From an optimization exercise on the open Yosys and OpenROAD flow, aimed at small area, a short achievable clock period and few clock cycles; shortcuts taken in it are not production practice.
Function was not checked in any run shown here: the RTL went through the layout flow alone.
Power and IR drop assume default switching activity.

### flow/design.v
module divider
	# (parameter SIZE = 32)
   (input clk,
	input start,
	input reset,
	input [SIZE - 1:0] divisor, dividend,
	output reg error, done,
	output [SIZE - 1:0] quotient, remainder
	);
localparam [1:0] IDLE = 2'd0, NORM = 2'd1, ITER = 2'd2;
reg [1:0] state;
reg [SIZE-1:0] r, q, d;
reg [4:0] cnt;
reg [4:0] lz_d, lz_r;     
function [4:0] lzc;      
	input [SIZE-1:0] x;
	integer i;
	begin
		lzc = 5'd0;
		for (i = 0; i < SIZE; i = i + 1)
			if (x[i]) lzc = SIZE - 1 - i;
	end
endfunction
function [SIZE-1:0] smear;
	input [SIZE-1:0] x;
	integer i;
	begin
		smear = x;
		for (i = 1; i < SIZE; i = i * 2)
			smear = smear | (smear >> i);
	end
endfunction
wire [4:0] n = lz_d - lz_r;    
wire       dvsr_zero = (divisor == 0);
wire       q_zero = dvsr_zero | (|(divisor & ~smear(dividend)));
function [SIZE:0] sub_pp;      
	input [SIZE-1:0] a, b;
	reg [SIZE:0] g, p;
	integer i, s;
	begin
		g = {a & ~b, 1'b1};        
		p = {~(a ^ b), 1'b0};
		for (s = 1; s <= SIZE; s = s * 2)
			for (i = 2*s-1; i <= SIZE; i = i + 2*s) begin
				g[i] = g[i] | (p[i] & g[i-s]);
				p[i] = p[i] & p[i-s];
			end
		for (s = SIZE; s >= 1; s = s / 2)
			for (i = 3*s-1; i <= SIZE; i = i + 2*s) begin
				g[i] = g[i] | (p[i] & g[i-s]);
				p[i] = p[i] & p[i-s];
			end
		sub_pp = {g[SIZE], ~(a ^ b) ^ g[SIZE-1:0]};
	end
endfunction
wire [SIZE:0] sres = sub_pp(r, d);
wire [SIZE-1:0] diff = sres[SIZE-1:0];
wire          ge = sres[SIZE];
assign quotient  = q;
assign remainder = r;
always @(posedge clk) begin
	if (reset) begin
		state <= IDLE;
		done  <= 1'b0;
		error <= 1'b0;
	end else begin
		done  <= 1'b0;
		error <= 1'b0;
		case (state)
			IDLE:
				if (start) begin
					done  <= q_zero;
					error <= dvsr_zero;
					if (!q_zero) state <= NORM;
				end
			NORM:
				state <= ITER;
			ITER:
				if (cnt == 0) begin
					state <= IDLE;
					done  <= 1'b1;
				end
			default:
				state <= IDLE;
		endcase
	end
end
wire idle = (state == IDLE);
wire take = ge & (state == ITER);
always @(posedge clk)
	r <= ({SIZE{idle}} & dividend) | ({SIZE{take}} & diff) | ({SIZE{~idle & ~take}} & r);
always @(posedge clk) begin
	lz_d <= lzc(divisor);
	lz_r <= lzc(dividend);
end
always @(posedge clk)
	q <= idle ? {SIZE{1'b0}} : {q[SIZE-2:0], take};
always @(posedge clk) begin
	case (state)
		IDLE: d <= divisor;
		NORM: d <= d << n;
		default: d <= d >> 1;
	endcase
	cnt <= (state == NORM) ? n : cnt - 1'b1;
end
endmodule
### flow/flow/run.sh
#!/bin/bash
set -euo pipefail
export BUFFER_PORTS_ARGS="-buffer_cell sky130_fd_sc_hd__buf_1"
bash standard.sh > standard.log 2>&1
### flow/standard.sh
#!/bin/bash
# synth_recipe.tcl (not shown) runs the flow's synth.tcl, then flattens the netlist and writes it again
# the make line also repeats each setting of config.mk as NAME=value (left out here)
make -C /OpenROAD-flow-scripts/flow DESIGN_CONFIG=/design/flow/config.mk WORK_HOME=/design/flow/orfs CLKGATE_MAP_FILE= SYNTH_SCRIPT=/design/flow/synth_recipe.tcl "${@:-finish}"
### flow/config.mk
export PLATFORM = sky130hd
export DESIGN_NAME = divider
export DESIGN_NICKNAME = divider
export VERILOG_FILES = /design/flow/design.v
export SDC_FILE = /design/flow/constraint.sdc
export NUM_CORES = 4
export LEC_CHECK = 0
export CAP_MARGIN = 20
export CORE_MARGIN = 2
export CORE_UTILIZATION = 40
export CTS_BUF_LIST = sky130_fd_sc_hd__clkbuf_8
export PLACE_DENSITY = 0.6
export SETUP_SLACK_MARGIN = 2.0
export SLEW_MARGIN = 20
export TNS_END_PERCENT = 0
### flow/constraint.sdc
create_clock -name core_clock -period 4.0 [get_ports {clk}]
set_input_delay 0.8000 -clock core_clock [delete_from_list [all_inputs] [get_ports {clk}]]
set_output_delay 0.8000 -clock core_clock [all_outputs]
set_load 0.01 [all_outputs]
==> reports/metrics.cfg, run 1 <==
[cells_and_area]
final_cells = 1332
layout_commonest_cell = buf_1
n_antenna_cell = 0
drive_gt1_frac = 0.1343
final_util = 0.4997
syn2layout_area_growth_pct = 22.12
layout_common_cells = buf_1, nand2_1, dfxtp_1
final_net_count = 1179
fin_area_mm2 = 0.009409

[placed_design]
numPortBuffers = 132
place_hpwl_mm = 19.70
pre_cts_slack_ns = 0.4251
dpl.cell_count = 1280
place.gp.congestion = 0.9747
place_area_mm2 = 0.008469

[timing]
period_minus_slack_ns = 3.157
finalSetupTns_ns = 0
hold_viol = 0
skew_ns = 0.01696
tightest_slew_ns = 0.7787
rsz0062_at_grt = true
hold_ws_ns = 0.4619
slew_headroom = 0.4761
timing.final.crit_share = 0.7894
fmax_mhz = 316.7
setup_viol = 0
slew_violations = 0
finalWorstSetupSlack_ns = 0.8426

[critical_path]
start_kind = register
rrSetupSlack_ns = 0.84
cp_max_fo = 13
r2r-end = r[0]$_DFF_P_
cp.arrival_ns = 3.49
r2r-start = d[12]$_DFF_P_
reg2regPathDepth = 17
crit_top_cell = nor2_4
crit_start = d[12]$_DFF_P_
worstPathRequired_ns = 4.33
setup.worst_path.end_class = register
critPathMaxStageDelay_ns = 0.35
cp_slowest_cell = dfxtp_2
path_cells = inv_2 > ha_4 > o21ai_0 > a21oi_1 > a211oi_2 > nor3_2 > o21ai_4 > a211oi_4 > nor2_4 > o31ai_4 > fa_2 > nand2_8 > clkinv_8 > nor2_4 > buf_6 > buf_12 > a221o_1
crit_type = register to register

[floorplan]
ios = 133
fp.dieW_um = 142.8
dieArea_mm2 = 0.02039
die_h_um = 142.8
rows = 50
fp.coreArea_mm2 = 0.01883
initial_core_util = 0.4092

[min_path]
hold_start = q[11]$_SDFF_PP0_
whs_path_depth = 1
hold_class = register to register
hold_path_end = q[12]$_SDFF_PP0_

[route]
antenna_left = 0
wl_per_cell_um = 19.94
drt-initial-drc-count = 665
first_pass_iters = 6
via_per_inst = 5.791
drc = 0
wl_mm = 26.56
vias = 7713

[synth]
netlist.area_leader.share = 0.2988
synth-edff-count = 0
synth_nets = 1038
ys_types = 61
syn-cell-area_mm2 = 0.007705
synthTopCellsByArea = dfxtp_1, mux2i_1, ha_1
synth_seq_area_share = 0.2988
synthCells = 918
yosys_warnings = 1
synthFlopType = dfxtp_1
syn_avg_cell_area_um2 = 8.393
ys_ff_latch = 115
yosysTopAreaCell = dfxtp_1
async_flop_share = 0

[clock_network]
cts_root_buffer = clkbuf_8
cts_sinks = 115
cts_buffer_depth = 2
cts_tree = built
cts.clk_slew.worst_paths_ns = 0.08
cts.htree.levels = 4
cts-buffers-inserted = 17
clk_latency_ns = 0.45

[run]
cap_violations = 0

[power_and_ir_drop]
power_frac_comb = 0.427
seqPwrFrac = 0.312
peakVddDrop_uv = 241.2
p_leak_nw = 3.835
clkPwrFrac = 0.261
power_density_mw_per_mm2 = 497.8
finalPower_mw = 4.683
switching_power_mw = 1.852
p_int_mw = 2.832
swShare = 0.3954

[grt]
grt_util_all_layers = 0.2612
antenna_found_initial = 0
grt-ovfl-total = 0
grt_pass1_wl_mm = 40.43
grt_pass1_vias = 7275
grt_max_degree = 59

[outcome]
status = complete, no violations

layer usage:
layer / wire, µm / GRT usage / up-vias / share of wire
met5: 0 / 0 / - / 0
met4: 573 / 0.08859 / 0 / 0.022
met3: 1801 / 0.04494 / 36 / 0.068
met2: 12330 / 0.4084 / 333 / 0.46
met1: 11860 / 0.3651 / 3750 / 0.45
li1: - / - / 3594 / -
power groups by stage:
| stage | Sequential [mW] | Combinational, mW | Clock, mW |
|---|---|---|---|
| after floorplan | 1.44 | 1.26 | 0 |
| after global placement | 1.46 | 1.75 | 0 |
| after detailed placement | 1.47 | 1.75 | 0 |
| after CTS | 1.45 | 1.88 | 1.25 |
| after global routing | 1.48 | 2.17 | 1.30 |
| final | 1.46 | 2.00 | 1.22 |
worst max path at each step:
stage               endpoint  slack [ns]  cells past startpoint
6_report        r[0]$_DFF_P_        0.84                     17
5_1_grt         r[0]$_DFF_P_        0.71                     17
4_1_cts        r[28]$_DFF_P_        0.81                     17
3_5_place_dp    r[0]$_DFF_P_        0.43                     16
3_3_place_gp   r[10]$_DFF_P_        0.56                     16
2_1_floorplan  r[14]$_DFF_P_        1.14                     15
cell usage after synthesis, types with 18 or more instances:
library cell,count
dfxtp_1,115
nand2_1,109
nor2_1,77
inv_1,66
mux2i_1,63
a21oi_1,56
nor2b_1,41
o21ai_0,38
ha_1,36
clkbuf_1,26
a22oi_1,22
a211oi_1,18
xnor2_1,18
sequential cells by signal (all words and copies together), names as in the netlist:
name   count
r         32
cnt        5
d         32
q         32
lz_r       5
error      1
lz_d       5
done       1
state      2
worst max-delay path, delay by kind of cell (launching register included):
family | cells | cell delay [ns]
buffers and inverters | 4 | 0.43
AND/OR/NAND/NOR | 4 | 0.42
adder cells (fa/ha/maj) | 2 | 0.57
flip-flops | 1 | 0.35
AO/OA/AOI/OAI | 7 | 1.25
repair_timing:
| item | CTS | global route |
|---|---|---|
| cloned | 1 | 0 |
| hold buffers | 0 | 0 |
| buffers inserted | 15 | 4 |
| setup endpoints to repair | 72 | 74 |
| pin swaps | 16 | 12 |
| gates resized for setup | 39 | 24 |
cell families after synthesis:
group / after synthesis / share of synthesized area
AND/OR/NAND/NOR: 287 / 0.1705
AO/OA/AOI/OAI: 255 / 0.2252
flip-flops: 115 / 0.2988
buffers and inverters: 112 / 0.06382
multiplexers: 74 / 0.1111
adder cells (fa/ha/maj): 53 / 0.1026
XOR/XNOR: 22 / 0.02793
layout make-up:
class                      count  area [µm²]
timing repair buffer         167       827.0
multi-input combinational    691        5221
clock inverter                15       203.9
sequential                   115        2333
fill                        1850        9422
tap                          260       325.3
inverter                      67       264.0
clock buffer                  17       234.0
==> run 2, diff against run 1 <==
--- a/flow/design.v
+++ b/flow/design.v
@@ -36,19 +36,25 @@
 function [SIZE:0] sub_pp;      
 	input [SIZE-1:0] a, b;
 	reg [SIZE:0] g, p;
-	integer i, s;
+	integer k, s;
 	begin
 		g = {a & ~b, 1'b1};        
 		p = {~(a ^ b), 1'b0};
-		for (s = 1; s <= SIZE; s = s * 2)
-			for (i = 2*s-1; i <= SIZE; i = i + 2*s) begin
-				g[i] = g[i] | (p[i] & g[i-s]);
-				p[i] = p[i] & p[i-s];
+		for (k = SIZE; k >= 1; k = k - 1)
+			if (k % 2 == 1) begin
+				g[k] = g[k] | (p[k] & g[k-1]);
+				p[k] = p[k] & p[k-1];
 			end
-		for (s = SIZE; s >= 1; s = s / 2)
-			for (i = 3*s-1; i <= SIZE; i = i + 2*s) begin
-				g[i] = g[i] | (p[i] & g[i-s]);
-				p[i] = p[i] & p[i-s];
+		for (s = 2; s <= SIZE; s = s * 2)
+			for (k = SIZE; k >= s; k = k - 1)
+				if (k % 2 == 1) begin
+					g[k] = g[k] | (p[k] & g[k-s]);
+					p[k] = p[k] & p[k-s];
+				end
+		for (k = SIZE; k >= 2; k = k - 1)
+			if (k % 2 == 0) begin
+				g[k] = g[k] | (p[k] & g[k-1]);
+				p[k] = p[k] & p[k-1];
 			end
 		sub_pp = {g[SIZE], ~(a ^ b) ^ g[SIZE-1:0]};
 	end
==> flow/flow/run.sh (replaced) <==
#!/bin/bash
set -euo pipefail
export BUFFER_PORTS_ARGS="-buffer_cell sky130_fd_sc_hd__buf_1"
export CTS_ARGS="-sink_clustering_enable -repair_clock_nets -buf_list sky130_fd_sc_hd__clkbuf_8 -dont_use_dummy_load"
bash standard.sh > standard.log 2>&1
==> run 2 against run 1 <==
  * Synthesized cell count is 0.65% lower
  * Global-route usage is 1.2 points lower
  * Clock skew is 0.015 ns higher
  * Area after synthesis is 0.23% higher
  * Largest power group unchanged
  * Flip-flop and latch count stayed put
  * Combinational power is 3% lower
  * Non-clock buffer count is 1 lower
  * Sequential power hardly changed
  * Highest routed layer unchanged
==> reports/metrics.cfg, run 2 <==
[synth]
synth_nets = 1032
synthCells = 912
netlist.area_leader.share = 0.2981
syn_avg_cell_area_um2 = 8.468
yosys_warnings = 1
ys_types = 62
synth-edff-count = 0
synth_most_common_cell = dfxtp_1
synthTopCellsByArea = dfxtp_1, mux2i_1, ha_1
synthFlopType = dfxtp_1
synthTopCellsByCount = dfxtp_1, nor2_1, nand2_1
syn-cell-area_mm2 = 0.007722
yosysTopAreaCell = dfxtp_1
async_flop_share = 0
synth_seq_area_share = 0.2981
ys_ff_latch = 115

[clock_network]
cts.htree.levels = 4
cts.clk_slew.worst_paths_ns = 0.07
clk_latency_ns = 0.45
cts_sinks = 115
cts_root_buffer = clkbuf_8
cts_tree = built
cts_buffer_depth = 2
cts-buffers-inserted = 17

[cells_and_area]
drive_gt1_frac = 0.1295
n_antenna_cell = 0
reg.largest.list = d x32, q x32, r x32
layout_commonest_cell = buf_1
final_net_count = 1172
layout_common_cells = buf_1, dfxtp_1, nand2_1
seq_area_mm2 = 0.002345
multiInputGateArea_mm2 = 0.005229
fillers = 1907
syn2layout_area_growth_pct = 18.92

[grt]
grt_pass1_vias = 7036
grt_max_degree = 59
grt_util_all_layers = 0.2496
grt_pass1_wl_mm = 38.66
antenna_found_initial = 0
grt-ovfl-total = 0

[power_and_ir_drop]
clkPwrFrac = 0.188
swShare = 0.3959
power_density_mw_per_mm2 = 457.7
peakVddDrop_uv = 243.0
switching_power_mw = 1.664
p_int_mw = 2.539
seqPwrFrac = 0.348
p_leak_nw = 3.694
power_frac_comb = 0.464

[critical_path]
cp_top_family = compound AO/OA/AOI/OAI gates
r2r-end = r[4]$_DFF_P_
worstPathRequired_ns = 4.37
critPathMaxStageDelay_ns = 0.37
rrSetupSlack_ns = 0.56
cp.arrival_ns = 3.81
crit_top_cell = buf_12
r2r-start = r[1]$_DFF_P_
cp_num_buf_inv = 3
path_cells = ha_4 > nor2b_4 > o31a_1 > o21ai_4 > a21oi_4 > o32a_4 > a22o_4 > nor4_4 > o41ai_2 > fa_2 > nand2_4 > clkinv_4 > nor2_4 > buf_12 > buf_12 > a221o_1
endpoint = r[4]$_DFF_P_
cp_max_fo = 13
reg2regPathDepth = 16
crit_cells = 16
cp_slowest_cell = dfxtp_4
crit_start = r[1]$_DFF_P_
start_kind = register
setup.worst_path.end_class = register
crit_type = register to register

[route]
first_pass_iters = 6
drt-initial-drc-count = 664
wl_mm = 25.19
antenna_left = 0
wl_per_cell_um = 19.23
drc = 0
via_per_inst = 5.705
vias = 7473

[placed_design]
place_hpwl_mm = 19.20
place.gp.congestion = 0.9520
numPortBuffers = 132

[outcome]
status = complete, no violations

[timing]
fmax_mhz = 290.4
slew_headroom = 0.2797
skew_ns = 0.03150
period_minus_slack_ns = 3.443
timing.final.crit_share = 0.8608
tightest_slew_ns = 1.078
finalSetupTns_ns = 0
setup_viol = 0
rsz0062_at_grt = true
hold_ws_ns = 0.4418
slew_violations = 0
hold_viol = 0

[floorplan]
fp.coreArea_mm2 = 0.01883
initial_core_util = 0.4101
die_h_um = 142.9
fp.dieW_um = 142.9
ios = 133
dieArea_mm2 = 0.02043
rows = 50

[min_path]
hold_class = register to register

[run]
cap_violations = 0

## run 2: cell count changes in the layout (fill, tap and decap cells not counted), sizes merged, moves of 6 or more
cell    before  now
nand2      110   89
nor2        77   90
inv         71   59
o21ai       48   58
clkinv       7    1
## run 2: cell type report
| cell class | instances | share of cell area |
|---|---|---|
| sequential | 115 | 0.2553 |
| timing repair buffer | 166 | 0.08883 |
| clock buffer | 17 | 0.02548 |
| tap | 260 | 0.03542 |
| multi-input combinational | 692 | 0.5693 |
| inverter | 60 | 0.02561 |
## run 2: worst min path at each step
stage / startpoint / end / slack, ns / cells past startpoint
5_1_grt: q[6]$_SDFF_PP0_ / q[7]$_SDFF_PP0_ / 0.45 / 1
3_3_place_gp: q[3]$_SDFF_PP0_ / q[4]$_SDFF_PP0_ / 0.44 / 1
6_report: q[6]$_SDFF_PP0_ / q[7]$_SDFF_PP0_ / 0.44 / 1
3_5_place_dp: q[4]$_SDFF_PP0_ / q[5]$_SDFF_PP0_ / 0.45 / 1
4_1_cts: q[6]$_SDFF_PP0_ / q[7]$_SDFF_PP0_ / 0.45 / 1
2_1_floorplan: cnt[0]$_DFF_P_ / cnt[0]$_DFF_P_ / 0.44 / 1
## run 2: what timing repair did
| item | in CTS | in global routing |
|---|---|---|
| gates resized for setup | 48 | 4 |
| pin swaps | 10 | 4 |
| setup buffers | 16 | 1 |
| cloned | 1 | 0 |
| endpoints found under the setup margin | 74 | 97 |
| hold buffers | 0 | 0 |
## run 2: cell families after synthesis
group,synth area share
AOI/OAI and AO/OA,0.2233
DFF,0.2981
buffers and inverters,0.05719
muxes,0.1158
and+or+nand+nor,0.1758
xor gates and xnor gates,0.02738
adders and majority gates,0.1024
## run 2: power by group through the flow
stage	combinational [mW]	clock, mW	sequential, mW
2_1_floorplan	1.29	0	1.45
3_3_place_gp	1.76	0	1.47
3_5_place_dp	1.76	0	1.47
4_1_cts	1.91	0.819	1.46
5_1_grt	2.14	0.878	1.48
6_report	1.95	0.791	1.46
## run 2: worst register-to-register path: cells and delay by family (launching register included)
family	cells	cell delay (ns)
and+or+nand+nor	4	0.57
buffers and inverters	3	0.32
adders and majority gates	2	0.60
AOI/OAI and AO/OA	7	1.52
DFF	1	0.37
## run 2: layer usage
| layer | global-route usage | part of all wire | routed length [µm] |
|---|---|---|---|
| met3 | 0.04863 | 0.073 | 1845 |
| met1 | 0.3477 | 0.45 | 11360 |
| met2 | 0.3818 | 0.45 | 11340 |
| met4 | 0.09432 | 0.026 | 649 |
| met5 | 0 | 0 | 0 |
## run 2: per-stage QoR
stage	total power [mW]	cells	cell area (µm²)	setup slack (ns)	util
5_1_grt	4.500	1310	9184	0.3828	0.4877
4_1_cts	4.191	1309	9165	0.5755	0.4867
3_3_place_gp	3.234	1275	8588	0.3835	0.4561
3_5_place_dp	3.231	1275	8588	0.3142	0.4561
2_1_floorplan	2.745	912	7844	0.7560	-
6_report	4.204	1310	9184	0.5568	0.4877
==> run 3, diff against run 2 <==
--- a/flow/design.v
+++ b/flow/design.v
@@ -33,33 +33,23 @@
 wire [4:0] n = lz_d - lz_r;    
 wire       dvsr_zero = (divisor == 0);
 wire       q_zero = dvsr_zero | (|(divisor & ~smear(dividend)));
-function [SIZE:0] sub_pp;      
+function [SIZE:0] sub_ks;      
 	input [SIZE-1:0] a, b;
 	reg [SIZE:0] g, p;
 	integer k, s;
 	begin
 		g = {a & ~b, 1'b1};        
 		p = {~(a ^ b), 1'b0};
-		for (k = SIZE; k >= 1; k = k - 1)
-			if (k % 2 == 1) begin
-				g[k] = g[k] | (p[k] & g[k-1]);
-				p[k] = p[k] & p[k-1];
-			end
-		for (s = 2; s <= SIZE; s = s * 2)
-			for (k = SIZE; k >= s; k = k - 1)
-				if (k % 2 == 1) begin
-					g[k] = g[k] | (p[k] & g[k-s]);
-					p[k] = p[k] & p[k-s];
+		for (s = 1; s <= SIZE; s = s * 2)
+			for (k = 0; k <= SIZE; k = k + 1)
+				if ((k / s) % 2 == 1) begin
+					g[k] = g[k] | (p[k] & g[(k / s) * s - 1]);
+					p[k] = p[k] & p[(k / s) * s - 1];
 				end
-		for (k = SIZE; k >= 2; k = k - 1)
-			if (k % 2 == 0) begin
-				g[k] = g[k] | (p[k] & g[k-1]);
-				p[k] = p[k] & p[k-1];
-			end
-		sub_pp = {g[SIZE], ~(a ^ b) ^ g[SIZE-1:0]};
+		sub_ks = {g[SIZE], ~(a ^ b) ^ g[SIZE-1:0]};
 	end
 endfunction
-wire [SIZE:0] sres = sub_pp(r, d);
+wire [SIZE:0] sres = sub_ks(r, d);
 wire [SIZE-1:0] diff = sres[SIZE-1:0];
 wire          ge = sres[SIZE];
 assign quotient  = q;
==> run 3 against run 2 <==
  * Clock skew decreased by 0.0056 ns
  * Utilization increased by 0.88 points
  * Clock-buffer cell count unchanged
  * Worst hold slack improved by 0.0073 ns
  * First-iteration DRC count increased by 22%
  * Non-clock buffer count increased by 11
  * Cell count increased by 2.4%
  * Via count increased by 4.2%
  * Final area increased by 1.8%
  * Area after synthesis increased by 0.24%
  * Setup slack improved by 0.040 ns
  * Critical path depth increased by 5
  * Critical path type unchanged
  * Highest routed layer unchanged
==> reports/metrics.cfg, run 3 <==
[outcome]
status = complete, no violations

[power_and_ir_drop]
switching_power_mw = 1.798
power_frac_comb = 0.492
peakVddDrop_uv = 249.5
clkPwrFrac = 0.181
swShare = 0.4062
finalPower_mw = 4.427
p_int_mw = 2.628
power_density_mw_per_mm2 = 473.4
seqPwrFrac = 0.327
p_leak_nw = 3.816

[placed_design]
dpl.cell_count = 1294
place_hpwl_mm = 19.49
pre_cts_slack_ns = 0.5344
numPortBuffers = 132
place.gp.congestion = 0.9673

[critical_path]
worstPathRequired_ns = 4.37
setup.worst_path.end_class = register
cp_max_fo = 4
r2r-end = r[22]$_DFF_P_
r2r-start = d[18]$_DFF_P_
start_kind = register
crit_type = register to register
rrSetupSlack_ns = 0.60
reg2regPathDepth = 21
cp.arrival_ns = 3.78

[timing]
slew_violations = 0
finalSetupTns_ns = 0
rsz0062_at_grt = true
period_minus_slack_ns = 3.403
hold_viol = 0
skew_ns = 0.02593
finalWorstSetupSlack_ns = 0.5972
slew_headroom = 0.4791
setup_viol = 0
fmax_mhz = 293.9
hold_ws_ns = 0.4491
timing.final.crit_share = 0.8507
tightest_slew_ns = 0.7794

[route]
vias = 7785
first_pass_iters = 5
drt-initial-drc-count = 809
wl_mm = 26.61
via_per_inst = 5.801
antenna_left = 0
drc = 0
wl_per_cell_um = 19.83

[cells_and_area]
final_cells = 1342
layout_commonest_cell = buf_1
fillers = 1876
multiInputGateArea_mm2 = 0.005248
seq_area_mm2 = 0.002327
n_antenna_cell = 0
layout_common_cells = buf_1, dfxtp_1, nor2_1
reg.largest.list = d x32, q x32, r x32
syn2layout_area_growth_pct = 20.79
final_net_count = 1193
drive_gt1_frac = 0.1340

[floorplan]
dieArea_mm2 = 0.02048
rows = 50
fp.coreArea_mm2 = 0.01883
die_h_um = 143.1
fp.dieW_um = 143.1
initial_core_util = 0.4111
ios = 133

[clock_network]
cts-buffers-inserted = 17
cts_sinks = 115
cts.clk_slew.worst_paths_ns = 0.07
cts_buffer_depth = 2
cts_root_buffer = clkbuf_8
cts_tree = built
clk_latency_ns = 0.44
cts.htree.levels = 4
cts_hold_buf = 0

[synth]
synth-edff-count = 0
netlist.area_leader.share = 0.2974
synth_nets = 1042
async_flop_share = 0
synthTopCellsByCount = dfxtp_1, nor2_1, nand2_1
ys_types = 77
ys_ff_latch = 115
yosys_warnings = 1
syn-cell-area_mm2 = 0.007741
syn_avg_cell_area_um2 = 8.297
yosysTopAreaCell = dfxtp_1
synthTopCellsByArea = dfxtp_1, mux2i_1, ha_1
synthCells = 933
synthFlopType = dfxtp_1
synth_most_common_cell = dfxtp_1
synth_seq_area_share = 0.2974

[min_path]
whs_path_depth = 1
hold_path_end = q[29]$_SDFF_PP0_
hold_start = q[28]$_SDFF_PP0_
hold_class = register to register

[grt]
antenna_found_initial = 0
grt_max_degree = 55
grt_pass1_wl_mm = 41.01
grt_pass1_vias = 7208
grt_util_all_layers = 0.2616
grt-ovfl-total = 0

[run]
cap_violations = 0

==> run 3: cell count changes in the layout (fill, tap and decap cells not counted), sizes merged, moves of 9 or more <==
cell / previous run / this run
a221o: 16 / 7
o211ai: 2 / 13
fa: 17 / 6
o21ai: 58 / 70
nor2b: 43 / 9
and2: 0 / 32
buf: 166 / 176
nand2: 89 / 70
a21oi: 57 / 66
==> run 3: per-layer routing <==
| metal | track usage | share of wire | vias to the layer above |
|---|---|---|---|
| met1 | 0.3695 | 0.44 | 3711 |
| met3 | 0.03957 | 0.071 | 39 |
| met2 | 0.4180 | 0.47 | 317 |
| met5 | 0 | 0 | - |
| met4 | 0.06566 | 0.018 | 0 |
| li1 | - | - | 3718 |
==> run 3: worst max path at each step <==
stage,startpoint,end,slack (ns),depth (start not counted)
final,d[18]$_DFF_P_,r[22]$_DFF_P_,0.60,21
after global routing,d[18]$_DFF_P_,r[22]$_DFF_P_,0.50,21
after CTS,d[18]$_DFF_P_,r[17]$_DFF_P_,0.68,18
after detailed placement,d[7]$_DFF_P_,r[13]$_DFF_P_,0.53,16
after global placement,d[7]$_DFF_P_,r[22]$_DFF_P_,0.58,17
after floorplan,d[18]$_DFF_P_,r[13]$_DFF_P_,0.96,16
==> run 3: layout make-up <==
type / instances / share of cell area
sequential: 115 / 0.2489
multi-input combinational: 706 / 0.5612
inverter: 67 / 0.02823
timing repair buffer: 177 / 0.1018
clock buffer: 17 / 0.02502
tap: 260 / 0.03479
==> run 3: cells by family after synthesis <==
family / count (synthesis) / synth area share
compound gates: 291 / 0.2542
simple gates: 271 / 0.1723
flops: 115 / 0.2974
buf+inv: 112 / 0.05786
mux: 80 / 0.1177
fa+ha+maj: 42 / 0.07370
xor+xnor: 22 / 0.02683
==> run 3: per-stage QoR <==
stage | instance area (µm²) | utilization
3_5_place_dp | 8576 | 0.4554
5_1_grt | 9350 | 0.4965
2_1_floorplan | 7826 | -
4_1_cts | 9280 | 0.4928
3_3_place_gp | 8576 | 0.4554
6_report | 9350 | 0.4965
==> run 3: what timing repair did <==
item / CTS / global route
pin swaps: 12 / 9
endpoints found under the setup margin: 72 / 75
buffers inserted: 24 / 4
gates resized for setup: 39 / 10
cloned: 3 / 0
==> run 3: power by group through the flow <==
| stage | clock, mW | sequential, mW | combinational [mW] |
|---|---|---|---|
| floorplan | 0 | 1.44 | 1.37 |
| global placement | 0 | 1.46 | 1.87 |
| detailed placement | 0 | 1.46 | 1.87 |
| CTS | 0.814 | 1.44 | 2.09 |
| global route | 0.856 | 1.47 | 2.38 |
| finish | 0.801 | 1.45 | 2.18 |
==> run 3: worst max-delay path, cell delays in order, from the launching register on <==
cell and delay, ns:
dfxtp_4 0.36, inv_2 0.05, ha_4 0.24, a21o_4 0.22
or4_4 0.44, o22ai_4 0.19, buf_6 0.12, buf_4 0.09
buf_4 0.09, buf_4 0.09, buf_4 0.09, buf_4 0.10
buf_4 0.10, buf_4 0.09, buf_4 0.09, buf_4 0.09
buf_4 0.10, inv_2 0.03, o21ai_4 0.14, a21oi_2 0.09
or4b_1 0.47, nand3_1 0.08
==> run 4, diff against run 3 <==
--- a/flow/design.v
+++ b/flow/design.v
@@ -9,7 +9,8 @@
 	);
 localparam [1:0] IDLE = 2'd0, NORM = 2'd1, ITER = 2'd2;
 reg [1:0] state;
-reg [SIZE-1:0] r, q, d;
+reg [SIZE-1:0] r, q;
+reg [SIZE-1:0] dn;        
 reg [4:0] cnt;
 reg [4:0] lz_d, lz_r;     
 function [4:0] lzc;      
@@ -34,22 +35,21 @@
 wire       dvsr_zero = (divisor == 0);
 wire       q_zero = dvsr_zero | (|(divisor & ~smear(dividend)));
 function [SIZE:0] sub_ks;      
-	input [SIZE-1:0] a, b;
+	input [SIZE-1:0] a, bn;
 	reg [SIZE:0] g, p;
 	integer k, s;
 	begin
-		g = {a & ~b, 1'b1};        
-		p = {~(a ^ b), 1'b0};
+		g = {a & bn, 1'b1};        
+		p = {a ^ bn, 1'b0};
 		for (s = 1; s <= SIZE; s = s * 2)
-			for (k = 0; k <= SIZE; k = k + 1)
-				if ((k / s) % 2 == 1) begin
-					g[k] = g[k] | (p[k] & g[(k / s) * s - 1]);
-					p[k] = p[k] & p[(k / s) * s - 1];
-				end
-		sub_ks = {g[SIZE], ~(a ^ b) ^ g[SIZE-1:0]};
+			for (k = SIZE; k >= s; k = k - 1) begin
+				g[k] = g[k] | (p[k] & g[k-s]);
+				p[k] = p[k] & p[k-s];
+			end
+		sub_ks = {g[SIZE], a ^ bn ^ g[SIZE-1:0]};
 	end
 endfunction
-wire [SIZE:0] sres = sub_ks(r, d);
+wire [SIZE:0] sres = sub_ks(r, dn);
 wire [SIZE-1:0] diff = sres[SIZE-1:0];
 wire          ge = sres[SIZE];
 assign quotient  = q;
@@ -93,9 +93,9 @@
 	q <= idle ? {SIZE{1'b0}} : {q[SIZE-2:0], take};
 always @(posedge clk) begin
 	case (state)
-		IDLE: d <= divisor;
-		NORM: d <= d << n;
-		default: d <= d >> 1;
+		IDLE: dn <= ~divisor;
+		NORM: dn <= ~(~dn << n);
+		default: dn <= {1'b1, dn[SIZE-1:1]};
 	endcase
 	cnt <= (state == NORM) ? n : cnt - 1'b1;
 end
==> run 4 against run 3 <==
  * Still clean
  * Flip-flop and latch count is the same
  * Worst hold slack lost 0.015 ns
  * Total power grew 9.2%
  * Critical path depth shrank 10
  * Non-clock buffer count shrank 7
  * Via count grew 9.2%
  * Area after synthesis grew 5.1%
  * Sequential power grew 5%
  * First-iteration DRC count grew 20%
  * Critical endpoint is now dn[23]$_DFF_P_
  * Largest power group unchanged
==> reports/metrics.cfg, run 4 <==
[outcome]
status = complete, no violations

[placed_design]
place_area_mm2 = 0.008920
place_hpwl_mm = 21.41
place.gp.congestion = 0.8997
numPortBuffers = 132

[power_and_ir_drop]
power_density_mw_per_mm2 = 501.8
p_leak_nw = 3.744
peakVddDrop_uv = 234.0

[route]
drc = 0
via_per_inst = 6.044
vias = 8498
antenna_left = 0
first_pass_iters = 6
wl_per_cell_um = 20.71
drt-initial-drc-count = 973
wl_mm = 29.11

[timing]
tightest_slew_ns = 0.8878
rsz0062_at_grt = true
slew_headroom = 0.4081
slew_violations = 0
period_minus_slack_ns = 2.972
setup_viol = 0
hold_viol = 0
skew_ns = 0.04133
fmax_mhz = 336.5
finalSetupTns_ns = 0
timing.final.crit_share = 0.7430

[synth]
syn-cell-area_mm2 = 0.008133
synthCells = 995
syn_avg_cell_area_um2 = 8.174
yosysTopAreaCell = dfxtp_1
synth_most_common_cell = dfxtp_1
yosys_warnings = 1
synth-edff-count = 0
synthFlopType = dfxtp_1
ys_types = 75
synthTopCellsByArea = dfxtp_1, ha_1, mux2i_1
async_flop_share = 0
synthTopCellsByCount = dfxtp_1, nor2_1, nand2_1
synth_nets = 1101
netlist.area_leader.share = 0.2831
ys_ff_latch = 115
synth_seq_area_share = 0.2831

[floorplan]
fp.dieW_um = 146.6
die_h_um = 146.6
fp.coreArea_mm2 = 0.02010
ios = 133
dieArea_mm2 = 0.02149
initial_core_util = 0.4045
rows = 52

[clock_network]
cts.clk_slew.worst_paths_ns = 0.09
cts_buffer_depth = 2
clk_latency_ns = 0.46
cts_sinks = 115
cts_tree = built
cts.htree.levels = 4
cts_root_buffer = clkbuf_8
cts_hold_buf = 0
cts-buffers-inserted = 17

[critical_path]
worstPathRequired_ns = 4.33
cp_slowest_cell = fa_2
cp_max_fo = 5
path_cells = inv_1 > ha_2 > inv_2 > fa_2 > clkbuf_16 > mux4_2 > mux2i_2 > mux2i_1 > o221ai_2 > o21ai_1 > mux2_2
cp.arrival_ns = 3.30
crit_type = register to register
critPathMaxStageDelay_ns = 0.64
setup.worst_path.end_class = register
start_kind = register
cp_top_family = multiplexers
cp_num_buf_inv = 3

[cells_and_area]
fillers = 1995
drive_gt1_frac = 0.1357
fin_area_mm2 = 0.009635
layout_commonest_cell = buf_1
layout_common_cells = buf_1, dfxtp_1, nor2_1
final_net_count = 1243
syn2layout_area_growth_pct = 18.48
reg.largest.list = dn x32, q x32, r x32

[grt]
grt_pass1_wl_mm = 44.46
grt_pass1_vias = 7971
antenna_found_initial = 2
grt_util_all_layers = 0.2664
grt_max_degree = 50
grt-ovfl-total = 0

[run]
cap_violations = 0

[min_path]
hold_class = register to register

-- run 4: cells by family after synthesis --
group / share of synthesized area
AO/OA/AOI/OAI: 0.2583
multiplexers: 0.1123
buffers and inverters: 0.05092
XOR/XNOR: 0.03862
adder cells (fa/ha/maj): 0.06092
AND/OR/NAND/NOR: 0.1958
flip-flops: 0.2831
-- run 4: report_power, final --
part	switching, mW	internal, mW	leakage, nW
Sequential	0.215	1.30	0.955
Combinational	1.44	1.06	2.67
Clock	0.441	0.373	0.122
Total	2.10	2.74	3.74
-- run 4: worst reg2reg max path, stage by stage (launching register included) --
cell and delay [ns]:
dfxtp_1 0.30, inv_1 0.05, ha_2 0.16, inv_2 0.04, fa_2 0.64, clkbuf_16 0.20
mux4_2 0.54, mux2i_2 0.26, mux2i_1 0.15, o221ai_2 0.18, o21ai_1 0.09, mux2_2 0.26
-- run 4: per-stage QoR --
stage | setup slack, ns | utilization | hold WS, ns | power [mW] | instances
2_1_floorplan | 1.362 | - | 0.4387 | 3.090 | 995
3_3_place_gp | 0.9686 | 0.4437 | 0.4329 | 3.679 | 1369
3_5_place_dp | 0.9819 | 0.4437 | 0.4354 | 3.686 | 1369
4_1_cts | 1.091 | 0.4628 | 0.4413 | 4.600 | 1391
5_1_grt | 0.8999 | 0.4793 | 0.4636 | 5.131 | 1406
6_report | 1.028 | 0.4793 | 0.4346 | 4.835 | 1406
-- run 4: metal layers --
layer	track usage	wire length, µm	vias up
met2	0.4176	13060	490
met1	0.3587	12260	3977
met4	0.1102	1153	2
met3	0.05344	2627	91
met5	0	12	-
li1	-	-	3938
-- run 4: area by class of cell --
type,instances,area [µm²],share of cell area
flip-flops and latches,115,2306,0.2393
diodes,1,2.502,0.0002597
well taps,270,337.8,0.03506
inverters,51,193.9,0.02013
repair buffers,170,879.6,0.09129
clock buffers,17,234.0,0.02428
multi-input cells,782,5682,0.5897
-- run 4: worst paths after layout --
kind	slack, ns	endpoint	cells past startpoint	start
max	1.03	dn[23]$_DFF_P_	11	lz_d[0]$_SDFF_PP0_
min	0.43	q[21]$_SDFF_PP0_	1	q[20]$_SDFF_PP0_
max reg2reg	1.03	dn[23]$_DFF_P_	11	lz_d[0]$_SDFF_PP0_
min reg2reg	0.43	q[21]$_SDFF_PP0_	1	q[20]$_SDFF_PP0_
-- run 4: what timing repair did --
item                       in CTS  in global routing
gates cloned                    2                  2
pin swaps                       2                 12
buffers inserted                3                 12
setup endpoints to repair      72                 73
resized for setup              16                 46
==> run 5, diff against run 4 <==
==> flow/flow/run.sh (replaced) <==
#!/bin/bash
set -euo pipefail
export BUFFER_PORTS_ARGS="-buffer_cell sky130_fd_sc_hd__buf_1"
bash standard.sh > standard.log 2>&1
==> run 5 against run 4 <==
  * Clock skew down 0.027 ns
  * Die area unchanged
  * Still clean
  * Worst hold slack better by 0.019 ns
  * Final area up 1.3%
  * Clock-buffer cell count unchanged
  * Routed wire length up 0.76%
  * First-iteration DRC count down 9.0%
  * Critical path depth unchanged
  * Cell count up 1.1%
  * Non-clock buffer count down 1
  * Global-route usage about the same
  * Sequential power about the same
  * Largest cell class unchanged
==> reports/metrics.cfg, run 5 <==
[outcome]
status = complete, no violations

[clock_network]
cts_hold_buf = 0
cts_buffer_depth = 2
cts_tree = built
cts-buffers-inserted = 17
cts.clk_slew.worst_paths_ns = 0.09
clk_latency_ns = 0.46
cts_root_buffer = clkbuf_8
cts.htree.levels = 4
cts_sinks = 115

[route]
wl_per_cell_um = 20.64
wl_mm = 29.34
via_per_inst = 6.000
antenna_left = 0
drt-initial-drc-count = 885
first_pass_iters = 7
vias = 8526
drc = 0

[placed_design]
place_hpwl_mm = 21.41
place.gp.congestion = 0.8997
numPortBuffers = 132
pre_cts_slack_ns = 0.9819

[cells_and_area]
drive_gt1_frac = 0.1419
syn2layout_area_growth_pct = 20.06
final_net_count = 1242
layout_common_cells = buf_1, dfxtp_1, nor2_1
fillers = 1973
layout_commonest_cell = buf_1
reg.largest.list = dn x32, q x32, r x32

[synth]
syn-cell-area_mm2 = 0.008133
yosysTopAreaCell = dfxtp_1
netlist.area_leader.share = 0.2831
ys_types = 75
synth_seq_area_share = 0.2831
synth_most_common_cell = dfxtp_1
synthFlopType = dfxtp_1
ys_ff_latch = 115
synth_nets = 1101
synth-edff-count = 0
synthTopCellsByCount = dfxtp_1, nor2_1, nand2_1
synthCells = 995
syn_avg_cell_area_um2 = 8.174
synthTopCellsByArea = dfxtp_1, ha_1, mux2i_1
yosys_warnings = 1
async_flop_share = 0

[power_and_ir_drop]
p_leak_nw = 3.820
power_density_mw_per_mm2 = 525.9
p_int_mw = 2.871
power_frac_comb = 0.483
clkPwrFrac = 0.221
swShare = 0.4410
switching_power_mw = 2.265
peakVddDrop_uv = 257.1
seqPwrFrac = 0.296

[floorplan]
dieArea_mm2 = 0.02149
die_h_um = 146.6
fp.dieW_um = 146.6
initial_core_util = 0.4045
ios = 133
fp.coreArea_mm2 = 0.02010
rows = 52

[grt]
grt_pass1_vias = 8044
grt_pass1_wl_mm = 44.56
grt_util_all_layers = 0.2662
grt_max_degree = 50
antenna_found_initial = 1
grt-ovfl-total = 0

[critical_path]
crit_start = lz_d[0]$_SDFF_PP0_
cp.arrival_ns = 3.30
worstPathRequired_ns = 4.35
r2r-start = lz_d[0]$_SDFF_PP0_
start_kind = register
critPathMaxStageDelay_ns = 0.63
path_cells = inv_1 > ha_2 > inv_2 > fa_2 > clkbuf_16 > mux4_2 > mux2i_2 > mux2i_1 > o221ai_2 > o21ai_0 > mux2_2
reg2regPathDepth = 11
cp_max_fo = 5
r2r-end = dn[23]$_DFF_P_
cp_slowest_cell = fa_2
endpoint = dn[23]$_DFF_P_
setup.worst_path.end_class = register
crit_type = register to register
rrSetupSlack_ns = 1.05

[timing]
rsz0062_at_grt = true
slew_violations = 0
skew_ns = 0.01427
finalWorstSetupSlack_ns = 1.054
period_minus_slack_ns = 2.946
slew_headroom = 0.4207
fmax_mhz = 339.4
hold_viol = 0
finalSetupTns_ns = 0
setup_viol = 0
tightest_slew_ns = 0.8690
timing.final.crit_share = 0.7366

[run]
cap_violations = 0

[min_path]
hold_class = register to register
whs_path_depth = 1

run 5: logic make-up (layout without fill, tap and decap cells):
logic type | after synthesis | in the layout | synth area share
buffers and inverters | 98 | 252 | 0.05092
other | 0 | 2 | 0
multiplexers | 69 | 69 | 0.1123
XOR/XNOR | 35 | 35 | 0.03862
adder cells (fa/ha/maj) | 39 | 39 | 0.06092
AND/OR/NAND/NOR | 326 | 326 | 0.1958
flip-flops | 115 | 115 | 0.2831
AO/OA/AOI/OAI | 313 | 313 | 0.2583
run 5: layout make-up:
cell class              count  area [µm²]  share of cell area
flip-flops and latches    115        2306              0.2362
multi-input cells         782        5637              0.5773
clock inverters            15       165.2             0.01691
clock buffers              17       234.0             0.02396
diodes                      2       5.005           0.0005126
inverters                  51       193.9             0.01986
repair buffers            169       885.9             0.09072
well taps                 270       337.8             0.03460
run 5: how the worst min path moves through the flow:
stage	slack, ns	to	startpoint
after global routing	0.48	q[13]$_SDFF_PP0_	q[12]$_SDFF_PP0_
after floorplan	0.44	cnt[0]$_DFF_P_	cnt[0]$_DFF_P_
after detailed placement	0.44	q[24]$_SDFF_PP0_	q[23]$_SDFF_PP0_
after global placement	0.43	q[14]$_SDFF_PP0_	q[13]$_SDFF_PP0_
after CTS	0.46	q[24]$_SDFF_PP0_	q[23]$_SDFF_PP0_
final	0.45	q[24]$_SDFF_PP0_	q[23]$_SDFF_PP0_
run 5: worst max-delay path, delay by kind of cell, from the launching register on:
kind / cells / cell delay (ns)
compound gates: 2 / 0.30
fa+ha+maj: 2 / 0.79
buf+inv: 3 / 0.29
flops: 1 / 0.30
mux: 4 / 1.17
run 5: what timing repair did:
action	4_1_cts	5_1_grt
setup buffers	2	11
pin swaps	2	8
endpoints found under the setup margin	72	73
gates cloned	2	3
gates resized for setup	13	37
run 5: power groups by stage:
stage          Combinational, mW  Sequential [mW]  Clock [mW]
3_5_place_dp                2.16             1.53           0
5_1_grt                     2.70             1.53        1.20
6_report                    2.48             1.52        1.14
2_1_floorplan               1.63             1.46           0
3_3_place_gp                2.16             1.52           0
4_1_cts                     2.25             1.50        1.16
run 5: per-stage QoR:
stage               hold slack, ns  utilization  area, µm²  total power [mW]  std cells
detailed placement          0.4354       0.4437       8920             3.686       1369
floorplan                   0.4387            -       8148             3.090        995
global route                0.4750       0.4856       9762             5.432       1420
global placement            0.4329       0.4437       8920             3.679       1369
CTS                         0.4579       0.4699       9448             4.909       1405
finish                      0.4538       0.4857       9764             5.135       1421
run 5: per-layer routing:
| metal | GRT usage | vias to the layer above | routed length, µm |
|---|---|---|---|
| met5 | 0 | - | 0 |
| met4 | 0.1117 | 0 | 1315 |
| met3 | 0.05406 | 99 | 2434 |
| met2 | 0.4169 | 442 | 13110 |
| met1 | 0.3578 | 4023 | 12470 |
| li1 | - | 3962 | - |

==> afterwards: timing with drivers on the ports <==
Ports are ideal in the flow. The routed layouts listed here were re-timed in OpenROAD.
Step 1 assumes that a clkbuf_16 drives the clock port and a buf_2 every other input.
Step 2 adds t to the input delays and takes it off the output delays; t is the mean of the earliest and latest rising clock arrival at the registers after step 1. Input paths then give back, and output paths get back, about the clock's delay inside the block.
a / b / c = no drivers / after step 1 / after step 2; a / b = the first two.
run | t (ns) | setup WS [ns] | pins driven straight from the clock port
run 1 | 0.484 | 0.843 / 0.843 / 0.843 | 1
run 2 | 0.481 | 0.557 / 0.557 / 0.557 | 1
run 3 | 0.469 | 0.597 / 0.597 / 0.597 | 1
run 4 | 0.478 | 1.028 / 1.028 / 0.956 | 1
run 5 | 0.497 | 1.054 / 1.054 / 0.984 | 1
After both steps every run listed still meets setup and hold. The setup slack of run 4, which loses most, moves by 0.000 ns with the drivers and by -0.072 ns with both steps.
